Context: an optimization exercise on an open-source flow, tuned for small area, a short achievable clock period and few clock cycles. The choices shown serve that exercise and are no tape-out recipe.
At most, simulation tests tie the RTL to the original design; equivalence was not proved.

==> flow/design.v (excerpt) <==
module projeto(
    input ck,
    input inicio,
    input rst,
    input [15:0] X,
    input [15:0] A,
    input [15:0] B,
    input [15:0] C,
    output pronto,
    output overflow,
    output [15:0] resultado
);
Size: about 480 cells after synthesis, ~85 I/O pins, ~5100 sq um of cells after synthesis.
clock: 9.5 ns
lec_check: 0
cap_margin: 20
core_margin: 2
core_utilization: 40
slew_margin: 20
standard.sh (not shown) runs the stock make flow with config.mk's settings and CLKGATE_MAP_FILE= SYNTH_SCRIPT=/design/flow/synth_recipe.tcl, a recipe that flattens the netlist after the stock synthesis.
==> flow/flow/run.sh <==
#!/bin/bash
# Standard ORFS layout with two changes: Yosys's early "abc -fast" is skipped so the
# explicit adder tree in the RTL maps straight onto full-adder cells, and port buffers
# use the smallest buffer.
set -euo pipefail
export SYNTH_ARGS="-noabc"
export BUFFER_PORTS_ARGS="-buffer_cell sky130_fd_sc_hd__buf_1"
bash standard.sh > standard.log 2>&1
Edit:
--- a/flow/design.v
+++ b/flow/design.v
@@ -1,14 +1,13 @@
 module mac(
     input [15:0] m,
     input [15:0] x,
     input [15:0] k,
     output [15:0] ra,
     output [15:0] rb,
-    output po,
-    output [2:0] pl
+    output po
 );
     wire pp_0_0 = m[0] & x[0];
     wire pp_0_1 = m[0] & x[1];
     wire pp_0_2 = m[0] & x[2];
     wire pp_0_3 = m[0] & x[3];
     wire pp_0_4 = m[0] & x[4];
@@ -383,14 +382,13 @@
     wire c238 = (c206 & s233) | (c206 & s235) | (s233 & s235);
     wire s239 = c208 ^ c210 ^ s237;
     wire c240 = (c208 & c210) | (c208 & s237) | (c210 & s237);
     assign ra = {s239, s209, s181, s155, s131, s109, s89, s71, s55, s41, s29, s19, s11, s5, s1, k[0]};
     assign rb = {1'b0, c182, 1'b0, c132, 1'b0, 1'b0, c72, 1'b0, 1'b0, c30, 1'b0, 1'b0, 1'b0, 1'b0, 1'b0, pp_0_0};
     wire hi = (m[1] & (|x[15:15])) | (m[2] & (|x[15:14])) | (m[3] & (|x[15:13])) | (m[4] & (|x[15:12])) | (m[5] & (|x[15:11])) | (m[6] & (|x[15:10])) | (m[7] & (|x[15:9])) | (m[8] & (|x[15:8])) | (m[9] & (|x[15:7])) | (m[10] & (|x[15:6])) | (m[11] & (|x[15:5])) | (m[12] & (|x[15:4])) | (m[13] & (|x[15:3])) | (m[14] & (|x[15:2])) | (m[15] & (|x[15:1]));
-    assign po = hi | c212 | c214 | c216 | c218 | c220 | c222 | c224 | c226 | c228 | c230 | c232 | c234;
-    assign pl = {c236, c238, c240};
+    assign po = hi | c212 | c214 | c216 | c218 | c220 | c222 | c224 | c226 | c228 | c230 | c232 | c234 | c236 | c238 | c240;
 endmodule
 module projeto(
     input ck,
     input inicio,
     input rst,
     input [15:0] X,
@@ -400,31 +398,28 @@
     output pronto,
     output overflow,
     output [15:0] resultado
 );
     reg busy, pr, ov;
     reg [15:0] qa, qb;
-    reg [2:0] ql;        
     wire [16:0] v = qa + qb;
     wire [15:0] m = busy ? v[15:0] : A;
     wire [15:0] k = busy ? C : B;
     wire [15:0] ra, rb;
     wire po;
-    wire [2:0] pl;
-    mac u(.m(m), .x(X), .k(k), .ra(ra), .rb(rb), .po(po), .pl(pl));
+    mac u(.m(m), .x(X), .k(k), .ra(ra), .rb(rb), .po(po));
     always @(posedge ck) begin
         qa <= ra;
         qb <= rb;
-        ql <= pl;
-        ov <= po | (busy & (ov | v[16] | (|ql)));
+        ov <= po | (busy & (ov | v[16]));
         if (rst) begin
             busy <= 1'b0;
             pr   <= 1'b0;
         end else begin
             busy <= ~busy & inicio;
             pr   <= busy;
         end
     end
     assign pronto = pr;
     assign resultado = v[15:0];
-    assign overflow = ov | v[16] | (|ql);
+    assign overflow = ov | v[16];
 endmodule
Outcome: The changed run produced a clean layout; clock-buffer cell count does not change; die area came out higher by 1.4%; worst setup slack gets worse by 0.56 ns; global-route usage is lower by 1.3 points; via count increases by 0.65%; cell count is about the same; synthesized cell count rose by 0.41%; sequential share of layout area is lower by 1.2 points; register-to-register slack is worse by 0.67 ns; worst hold slack gets worse by 0.069 ns.
Function was not checked in any run of this note: the RTL went through the layout flow alone.

Another version of the RTL of projeto (not shown whole).
Size: roughly 85 I/O pins, roughly 5100 um2 of cells after synthesis.
Settings: LEC_CHECK=0, CAP_MARGIN=20, CORE_MARGIN=2, CORE_UTILIZATION=40, SLEW_MARGIN=20; clock period 9.5 ns.
Scripts as last shown in full above: flow/flow/run.sh
Testbench counts at the start, summed over its fixed seeds: cycles 4,800.
Then changed:
--- a/flow/design.v
+++ b/flow/design.v
@@ -1,21 +1,18 @@
 module mac(
     input [15:0] m,
     input [15:0] x,
     input [15:0] k,
-    output [15:0] ra,
-    output [15:0] rb,
-    output hi,
-    output po,
-    output [3:0] pl
+    output [15:0] s,
+    output o
 );
     wire pp_0_0 = m[0] & x[0];
     wire pp_0_1 = m[0] & x[1];
     wire pp_0_2 = m[0] & x[2];
     wire pp_0_3 = m[0] & x[3];
     wire pp_0_4 = m[0] & x[4];
     wire pp_0_5 = m[0] & x[5];
     wire pp_0_6 = m[0] & x[6];
     wire pp_0_7 = m[0] & x[7];
     wire pp_0_8 = m[0] & x[8];
     wire pp_0_9 = m[0] & x[9];
     wire pp_0_10 = m[0] & x[10];
@@ -375,59 +372,53 @@
     wire s229 = c194 ^ c196 ^ c198;
     wire c230 = (c194 & c196) | (c194 & c198) | (c196 & c198);
     wire s231 = s221 ^ s223 ^ s225;
     wire c232 = (s221 & s223) | (s221 & s225) | (s223 & s225);
     wire s233 = s227 ^ c200 ^ c202;
     wire c234 = (s227 & c200) | (s227 & c202) | (c200 & c202);
     wire s235 = s229 ^ s231 ^ c204;
     wire c236 = (s229 & s231) | (s229 & c204) | (s231 & c204);
     wire s237 = c206 ^ s233 ^ s235;
     wire c238 = (c206 & s233) | (c206 & s235) | (s233 & s235);
     wire s239 = c208 ^ c210 ^ s237;
     wire c240 = (c208 & c210) | (c208 & s237) | (c210 & s237);
-    assign ra = {s239, s209, s181, s155, s131, s109, s89, s71, s55, s41, s29, s19, s11, s5, s1, k[0]};
-    assign rb = {1'b0, c182, 1'b0, c132, 1'b0, 1'b0, c72, 1'b0, 1'b0, c30, 1'b0, 1'b0, 1'b0, 1'b0, 1'b0, pp_0_0};
-    assign hi = (m[1] & (|x[15:15])) | (m[2] & (|x[15:14])) | (m[3] & (|x[15:13])) | (m[4] & (|x[15:12])) | (m[5] & (|x[15:11])) | (m[6] & (|x[15:10])) | (m[7] & (|x[15:9])) | (m[8] & (|x[15:8])) | (m[9] & (|x[15:7])) | (m[10] & (|x[15:6])) | (m[11] & (|x[15:5])) | (m[12] & (|x[15:4])) | (m[13] & (|x[15:3])) | (m[14] & (|x[15:2])) | (m[15] & (|x[15:1]));
-    assign po = c212 | c214 | c216 | c218 | c220 | c222 | c224 | c226 | c228;
-    assign pl = {c230 | c232, c234 | c236, c238, c240};
+    wire [15:0] ra = {s239, s209, s181, s155, s131, s109, s89, s71, s55, s41, s29, s19, s11, s5, s1, k[0]};
+    wire [15:0] rb = {1'b0, c182, 1'b0, c132, 1'b0, 1'b0, c72, 1'b0, 1'b0, c30, 1'b0, 1'b0, 1'b0, 1'b0, 1'b0, pp_0_0};
+    wire [16:0] sum = ra + rb;
+    assign s = sum[15:0];
+    wire hi = (m[1] & (|x[15:15])) | (m[2] & (|x[15:14])) | (m[3] & (|x[15:13])) | (m[4] & (|x[15:12])) | (m[5] & (|x[15:11])) | (m[6] & (|x[15:10])) | (m[7] & (|x[15:9])) | (m[8] & (|x[15:8])) | (m[9] & (|x[15:7])) | (m[10] & (|x[15:6])) | (m[11] & (|x[15:5])) | (m[12] & (|x[15:4])) | (m[13] & (|x[15:3])) | (m[14] & (|x[15:2])) | (m[15] & (|x[15:1]));
+    assign o = hi | sum[16] | c212 | c214 | c216 | c218 | c220 | c222 | c224 | c226 | c228 | c230 | c232 | c234 | c236 | c238 | c240;
 endmodule
 module projeto(
     input ck,
     input inicio,
     input rst,
     input [15:0] X,
     input [15:0] A,
     input [15:0] B,
     input [15:0] C,
     output pronto,
     output overflow,
     output [15:0] resultado
 );
-    reg busy, pr, ov, qh;
-    reg [15:0] qa, qb;
-    reg [3:0] ql;
-    wire [16:0] v = qa + qb;
-    wire vo = ov | qh | (|ql) | v[16];
-    wire [15:0] m = busy ? v[15:0] : A;
+    reg busy, pr, ov;
+    reg [15:0] r;
+    wire [15:0] m = busy ? r : A;
     wire [15:0] k = busy ? C : B;
-    wire [15:0] ra, rb;
-    wire [3:0] pl;
-    wire hi, po;
-    mac u(.m(m), .x(X), .k(k), .ra(ra), .rb(rb), .hi(hi), .po(po), .pl(pl));
+    wire [15:0] s;
+    wire o;
+    mac u(.m(m), .x(X), .k(k), .s(s), .o(o));
     always @(posedge ck) begin
-        qa <= ra;
-        qb <= rb;
-        qh <= hi;
-        ql <= pl;
-        ov <= po | (busy & vo);
+        r  <= s;
+        ov <= o | (busy & ov);
         if (rst) begin
             busy <= 1'b0;
             pr   <= 1'b0;
         end else begin
             busy <= ~busy & inicio;
             pr   <= busy;
         end
     end
     assign pronto = pr;
-    assign resultado = v[15:0];
-    assign overflow = vo;
+    assign resultado = r;
+    assign overflow = ov;
 endmodule
The changed run ran to the end with no violations.
Clock-buffer cell count goes down by 4.
Sequential share of layout area came out lower by 2.9 points.
Area after synthesis went down by about 8%.
Clock skew is higher by 0.0053 ns.
Worst setup slack gets worse by 0.89 ns.
Final area drops by 8.0%.
Only the layout flow was run in the second run of this note; the RTL was not checked for function there.

-- re-timing with driven ports --
Ports are ideal in the flow. The routed layouts listed here were re-timed in OpenROAD. Step 1: set_driving_cell puts a clkbuf_16 on ck and a buf_2 on each other input, an assumption about the parent block. Step 2, shift: input delay + t, output delay - t, t = (earliest + latest rising clock arrival at the registers) / 2. This alone moves slack from input paths to output paths. a / b / c = no drivers / after step 1 / after step 2; a / b = the first two.
| run | t (ns) | setup WS [ns] | latest minus earliest clock arrival (ns) | worst data-port slew with drivers (ns) |
|---|---|---|---|---|
| the first run of note 1 | 0.289 | 3.081 / 3.090 / 2.801 | 0.002 / 0.002 | 0.03 |
| the second run of note 1 | 0.289 | 2.518 / 2.522 / 2.233 | 0.004 / 0.004 | 0.03 |
| the first run of note 2 | 0.315 | 3.479 / 3.493 / 3.178 | 0.005 / 0.004 | 0.06 |
| the second run of note 2 | 0.279 | 2.588 / 2.599 / 2.320 | 0.009 / 0.010 | 0.03 |
After both steps setup and hold are still met in every run listed. The setup slack of the first run of note 2, which loses most, moves by +0.014 ns with the drivers and by -0.301 ns with both steps.
